Source: an optimization exercise on an open RTL-to-GDS flow (aim: small area and a short achievable clock period). Production flows keep margins and buffers that such runs may drop. Where RTL was checked, it was by simulation tests only, not by an equivalence proof against the original.

the reference run:
==> flow/design.v <==
module video_uut (
    input  wire         clk_i       ,
    input  wire         cen_i       ,
    input  wire         rst_i       ,
    input  wire         vid_sel_i   ,
    input  wire [23:0]  vid_rgb_i   ,
    input  wire [1:0]   vh_blank_i  ,
    input  wire [2:0]   dvh_sync_i  ,
    output wire [2:0]   dvh_sync_o  ,
    output wire [23:0]  vid_rgb_o
);
    localparam [1:0] S_IDLE = 2'd0, S_ATTACK = 2'd1, S_HOLD = 2'd2, S_DECAY = 2'd3;
    reg [23:0] vid_rgb_d1;
    reg [2:0]  dvh_sync_d1;
    reg [11:0] x_cnt, y_cnt;
    reg        prev_de, prev_vs;
    reg [1:0]  state;
    reg [7:0]  timer;
    reg [3:0]  amp, tamp;
    reg        spd;            
    reg [15:0] lfsr;
    reg [12:0] phase;          
    reg [4:0]  freq_1, freq_2;
    reg [12:0] acc_1, acc_2;   
    reg [12:0] base_1, base_2; 
    reg [3:0]  bsel;           
    function [12:0] add13(input [12:0] a, input [12:0] b);
        integer i; reg c;
        begin
            c = 1'b0;
            for (i = 0; i < 13; i = i + 1) begin
                add13[i] = a[i] ^ b[i] ^ c;
                c = (a[i] & b[i]) | (c & (a[i] ^ b[i]));
            end
        end
    endfunction
    function [12:0] addf(input [12:0] a, input [4:0] f);
        integer i; reg c;
        begin
            c = 1'b0;
            for (i = 0; i < 5; i = i + 1) begin
                addf[i] = a[i] ^ f[i] ^ c;
                c = (a[i] & f[i]) | (c & (a[i] ^ f[i]));
            end
            for (i = 5; i < 13; i = i + 1) begin
                addf[i] = a[i] ^ c;
                c = a[i] & c;
            end
        end
    endfunction
    wire [6:0]  t_1 = acc_1[11:5] ^ {7{acc_1[12]}};
    wire [6:0]  t_2 = acc_2[11:5] ^ {7{acc_2[12]}};
    wire [7:0]  sum = t_1 + t_2;                  
    reg        a1_en, a2_en, a2, a2_neg;
    reg  [1:0] a1;
    wire [10:0] term1 = a1_en ? ({3'b0, sum} << a1) : 11'd0;
    wire [8:0]  term2 = a2_en ? ({1'b0, sum} << a2) : 9'd0;
    wire        add1 = a2_en & ~a2_neg;
    wire [14:0] kc  = ~{4'b0, 11'd1072 | {8'd0, lfsr[1:0], 1'b0}} + 15'd2 + {14'b0, add1} + {4'b0, amp, 7'b0};
    wire [14:0] op2 = ~{4'b0, term1};
    wire [14:0] op3 = a2_en ? (a2_neg ? {6'b0, term2} : ~{6'b0, term2}) : 15'd0;
    wire        fix = sum[7] & sum[0] & amp[0];
    wire [14:0] ypre = {2'b0, y_cnt, 1'b0} + kc;
    wire [14:0] cs_s = ypre ^ op2 ^ op3;
    wire [14:0] cs_c = {(ypre[13:0] & op2[13:0]) | (ypre[13:0] & op3[13:0]) | (op2[13:0] & op3[13:0]), fix};
    wire [4:0]  lo  = {1'b0, cs_s[3:0]} + {1'b0, cs_c[3:0]};
    wire [10:0] hx  = cs_s[14:4] ^ cs_c[14:4];
    wire [10:0] ho  = cs_s[14:4] | cs_c[14:4];
    wire        hi_zero = ((hx[0] == lo[4])) & (hx[10:1] == ho[9:0]);
    wire [2:0]  dv = lo[3:1];
    wire draw = hi_zero & (lo[3:0] <= 4'd11) & ((y_cnt[11:3] != 0) | (y_cnt[2:0] >= dv));
    wire t_zero = (timer == 8'd0);
    wire lt = amp < tamp;
    wire gt = tamp < amp;
    wire st_idle = (state == S_IDLE), st_att = (state == S_ATTACK), st_hold = (state == S_HOLD), st_dec = (state == S_DECAY);
    wire hold_run = st_hold & ~t_zero;
    wire amp_low  = (amp[3:1] == 3'd0);                   
    wire glitch_c = hold_run & (lfsr[1:0] == 2'b11);
    wire tamp_inc = hold_run & (lfsr[2:0] == 3'b000) & (tamp < 4'd10);
    wire tamp_dec = hold_run & (lfsr[2:0] == 3'b111) & (tamp > 4'd3);
    wire [3:0] tamp_pick = (lfsr[3:0] < 4'd4) ? 4'd5 : (lfsr[3:0] > 4'd10) ? 4'd10 : lfsr[3:0];
    wire go_c = st_idle & t_zero;
    wire tamp_we = go_c | tamp_inc | tamp_dec;
    wire [3:0] tamp_nxt = go_c ? tamp_pick : tamp + (tamp_inc ? 4'd1 : 4'd15);
    wire amp_up2 = st_att & lt;
    wire amp_we  = amp_up2 | (hold_run & (lt | gt)) | st_dec;
    wire [3:0] amp_step = amp_up2 ? 4'd2 : (st_hold & lt) ? 4'd1 : 4'd15;
    wire [3:0] amp_nxt = (st_dec & amp_low) ? 4'd0 : amp + amp_step;
    wire timer_ld_h = st_att & ~lt;
    wire timer_ld_i = st_dec & amp_low;
    wire timer_we = timer_ld_h | timer_ld_i | ((st_idle | st_hold) & ~t_zero);
    wire [7:0] timer_nxt = timer_ld_h ? {1'b0, lfsr[4:0], 2'b00} : timer_ld_i ? {lfsr[5:0], 2'b00} : timer - 8'd1;
    reg  [1:0] st_nxt;
    always @* begin
        st_nxt = state;
        if (go_c) st_nxt = S_ATTACK;
        if (timer_ld_h) st_nxt = S_HOLD;
        if (st_hold & t_zero) st_nxt = S_DECAY;
        if (timer_ld_i) st_nxt = S_IDLE;
    end
    wire vs_rise  = dvh_sync_i[1] & ~prev_vs;
    wire upd      = vs_rise & spd;
    wire go       = upd & go_c;
    wire glitch   = upd & glitch_c;
    wire [4:0] f1_new = {1'b0, lfsr[3:0]} + 5'd10;
    wire [4:0] f2_new = {1'b0, lfsr[7:4]} + 5'd14;
    wire        stepping = |bsel;
    wire [12:0] b1_sum = (stepping ? {base_1[11:0], 1'b0} : base_1) + (phase & {13{~stepping | (|(bsel & freq_1[3:0]))}});
    wire [12:0] b2_sum = {base_2[11:0], 1'b0} + (phase & {13{|(bsel & freq_2[3:0])}});
    wire [12:0] b1_nxt = go ? (lfsr[12:0] & {13{f1_new[4]}}) :
                         (glitch & (&freq_1)) ? 13'd0 :    
                         (glitch | stepping) ? b1_sum : base_1;
    wire [12:0] b2_nxt = go ? (lfsr[12:0] & {13{f2_new[4]}}) : stepping ? b2_sum : base_2;
    wire x_rst = dvh_sync_i[1] | (~dvh_sync_i[2] & prev_de) | (dvh_sync_i[2] & (&x_cnt));
    wire x_inc = ~dvh_sync_i[1] & dvh_sync_i[2];
    always @(posedge clk_i) begin
        if (rst_i) begin
            state <= S_IDLE; timer <= 0; amp <= 0; tamp <= 0; spd <= 0;
            a1_en <= 0; a1 <= 0; a2_en <= 0; a2 <= 0; a2_neg <= 0;
            lfsr <= 16'hACE1;
            y_cnt <= 0; prev_de <= 0; prev_vs <= 0;
            vid_rgb_d1 <= 0; dvh_sync_d1 <= 0;
        end else if (cen_i) begin
            lfsr <= {lfsr[14:0], lfsr[15] ^ lfsr[13] ^ lfsr[12] ^ lfsr[10]};
            prev_vs <= dvh_sync_i[1];
            if (vs_rise) begin
                spd <= ~spd;
                if (spd) begin
                    state <= st_nxt;
                    if (timer_we) timer <= timer_nxt;
                    if (amp_we) begin
                        amp    <= amp_nxt;
                        a1_en  <= (amp_nxt != 4'd0);
                        a1     <= (amp_nxt >= 4'd7) ? 2'd3 : (amp_nxt >= 4'd4) ? 2'd2 : (amp_nxt >= 4'd2) ? 2'd1 : 2'd0;
                        a2_en  <= ~((amp_nxt == 4'd0) | (amp_nxt == 4'd1) | (amp_nxt == 4'd2) | (amp_nxt == 4'd4) | (amp_nxt == 4'd8));
                        a2     <= (amp_nxt == 4'd6) | (amp_nxt >= 4'd10);
                        a2_neg <= (amp_nxt == 4'd7);
                    end
                    if (tamp_we)  tamp  <= tamp_nxt;
                end
            end
            prev_de <= dvh_sync_i[2];
            if (dvh_sync_i[1]) y_cnt <= 0;
            else if (~dvh_sync_i[2] & prev_de) y_cnt <= y_cnt + 1;
            if (draw) vid_rgb_d1 <= 24'h00FF00;
            else      vid_rgb_d1 <= vid_sel_i ? 24'h0 : vid_rgb_i;
            dvh_sync_d1 <= dvh_sync_i;
        end
    end
    always @(posedge clk_i) begin
        if (cen_i) begin
            base_1 <= b1_nxt;
            base_2 <= b2_nxt;
            if (go) bsel <= 4'b1000;
            else bsel <= {1'b0, bsel[3:1]};
            if (go) begin
                phase  <= lfsr[12:0];
                freq_1 <= f1_new;
                freq_2 <= f2_new;
            end else if (glitch) freq_1 <= freq_1 + 1;
            if (x_rst) begin
                x_cnt <= 0; acc_1 <= b1_nxt; acc_2 <= b2_nxt;
            end else if (x_inc) begin
                x_cnt <= x_cnt + 1; acc_1 <= addf(acc_1, freq_1); acc_2 <= addf(acc_2, freq_2);
            end
        end
    end
    assign dvh_sync_o = dvh_sync_d1;
    assign vid_rgb_o  = vid_rgb_d1;
endmodule
clock: 14.0 ns
lec_check: 0
cap_margin: 20
core_margin: 2
core_utilization: 40
slew_margin: 20
standard.sh (not shown) runs the stock make flow with config.mk's settings and CLKGATE_MAP_FILE= SYNTH_SCRIPT=/design/flow/synth_recipe.tcl, a recipe that flattens the netlist after the stock synthesis.
==> flow/flow/run.sh <==
#!/bin/bash
# Standard ORFS layout, with timing repair aiming at extra setup slack so that
# the achieved period (not only the 14 ns clock) is optimised.
set -euo pipefail
bash standard.sh finish SETUP_SLACK_MARGIN=9.5 > flow_make.log 2>&1
--- input diff the reference run..the trial run ---
--- a/flow/design.v
+++ b/flow/design.v
@@ -48,23 +48,33 @@
             end
         end
     endfunction
     wire [6:0]  t_1 = acc_1[11:5] ^ {7{acc_1[12]}};
     wire [6:0]  t_2 = acc_2[11:5] ^ {7{acc_2[12]}};
-    wire [7:0]  sum = t_1 + t_2;                  
+    wire [7:0]  sum_c = {1'b0, t_1} + {1'b0, t_2};
+    wire        sum7 = sum_c[7];
+    wire        sum0 = t_1[0] ^ t_2[0];
     reg        a1_en, a2_en, a2, a2_neg;
     reg  [1:0] a1;
-    wire [10:0] term1 = a1_en ? ({3'b0, sum} << a1) : 11'd0;
-    wire [8:0]  term2 = a2_en ? ({1'b0, sum} << a2) : 9'd0;
+    wire [9:0]  t1a = a1_en ? ({3'b0, t_1} << a1) : 10'd0;
+    wire [9:0]  t2a = a1_en ? ({3'b0, t_2} << a1) : 10'd0;
+    wire [7:0]  t1b = a2_en ? ({1'b0, t_1} << a2) : 8'd0;
+    wire [7:0]  t2b = a2_en ? ({1'b0, t_2} << a2) : 8'd0;
     wire        add1 = a2_en & ~a2_neg;
-    wire [14:0] kc  = ~{4'b0, 11'd1072 | {8'd0, lfsr[1:0], 1'b0}} + 15'd2 + {14'b0, add1} + {4'b0, amp, 7'b0};
-    wire [14:0] op2 = ~{4'b0, term1};
-    wire [14:0] op3 = a2_en ? (a2_neg ? {6'b0, term2} : ~{6'b0, term2}) : 15'd0;
-    wire        fix = sum[7] & sum[0] & amp[0];
+    wire [14:0] kc  = ~{4'b0, 11'd1072 | {8'd0, lfsr[1:0], 1'b0}} + 15'd3 + {13'b0, add1, 1'b0} + {4'b0, amp, 7'b0};
+    wire [14:0] o1  = ~{5'b0, t1a};
+    wire [14:0] o2  = ~{5'b0, t2a};
+    wire [14:0] o3  = a2_en ? (a2_neg ? {7'b0, t1b} : ~{7'b0, t1b}) : 15'd0;
+    wire [14:0] o4  = a2_en ? (a2_neg ? {7'b0, t2b} : ~{7'b0, t2b}) : 15'd0;
+    wire        fix = sum7 & sum0 & amp[0];
     wire [14:0] ypre = {2'b0, y_cnt, 1'b0} + kc;
-    wire [14:0] cs_s = ypre ^ op2 ^ op3;
-    wire [14:0] cs_c = {(ypre[13:0] & op2[13:0]) | (ypre[13:0] & op3[13:0]) | (op2[13:0] & op3[13:0]), fix};
+    wire [14:0] p_s = o1 ^ o2 ^ o3;
+    wire [14:0] p_c = {(o1[13:0] & o2[13:0]) | (o1[13:0] & o3[13:0]) | (o2[13:0] & o3[13:0]), 1'b0};
+    wire [14:0] q_s = p_s ^ p_c ^ o4;
+    wire [14:0] q_c = {(p_s[13:0] & p_c[13:0]) | (p_s[13:0] & o4[13:0]) | (p_c[13:0] & o4[13:0]), 1'b0};
+    wire [14:0] cs_s = q_s ^ q_c ^ ypre;
+    wire [14:0] cs_c = {(q_s[13:0] & q_c[13:0]) | (q_s[13:0] & ypre[13:0]) | (q_c[13:0] & ypre[13:0]), fix};
     wire [4:0]  lo  = {1'b0, cs_s[3:0]} + {1'b0, cs_c[3:0]};
     wire [10:0] hx  = cs_s[14:4] ^ cs_c[14:4];
     wire [10:0] ho  = cs_s[14:4] | cs_c[14:4];
     wire        hi_zero = ((hx[0] == lo[4])) & (hx[10:1] == ho[9:0]);
     wire [2:0]  dv = lo[3:1];
Results
When the trial run is measured against the reference run, its number of nets produced by synthesis turns out 4.6% higher. Of the reference run and the trial run, the lower simple-gate share of the synthesized area belongs to the trial run. Comparing fraction of the yosys area taken by sequential cells for the reference run and the trial run, the bigger number came from the reference run. Of the reference run and the trial run, the run reporting the lower met3 track utilization from global routing was the reference run. Summary of the trial run over the reference run: global-route usage over all layers increased 0.36 points; height of the chip increased 2.0%; transition time of the tightest slew-check pin decreased 0.044 ns; total stage count of the critical path increased 2. Changes observed in the trial run relative to the reference run: via count climbed about 6%, register area about even, number of cell instances on the worst register-to-register path higher. The trial run vs the reference run: critical path data arrival time up. Re clock latency of the later-clocked register in the worst-skew pair: the reference run and the trial run aren't equal, and the lower value belongs to the reference run.
No functional check of the RTL was part of the trial run.

## static timing again, ports no longer ideal
How much do the figures lean on ideal ports? The routed layouts below were timed once more, with nothing changed but the port constraints.
Step 1 assumes that a clkbuf_16 drives the clock port and a buf_2 every other input.
Step 2 adds t to the input delays and takes it off the output delays; t is the mean of the earliest and latest rising clock arrival at the registers after step 1. Input paths then give back, and output paths get back, about the clock's delay inside the block.
Three values: ideal, step 1, step 2; two values: the first two.
run | t, ns | setup WS [ns] | hold WS [ns] | clock arrival spread, ns | slew at the worst register clock pin (ns)
the reference run | 0.479 | 9.081 / 9.081 / 9.081 | 0.467 / 0.467 / 0.467 | 0.010 / 0.010 | 0.07 / 0.07
the trial run | 0.482 | 8.620 / 8.620 / 8.620 | 0.479 / 0.479 / 0.479 | 0.019 / 0.019 | 0.08 / 0.08
After both steps setup and hold are still met in every run listed.
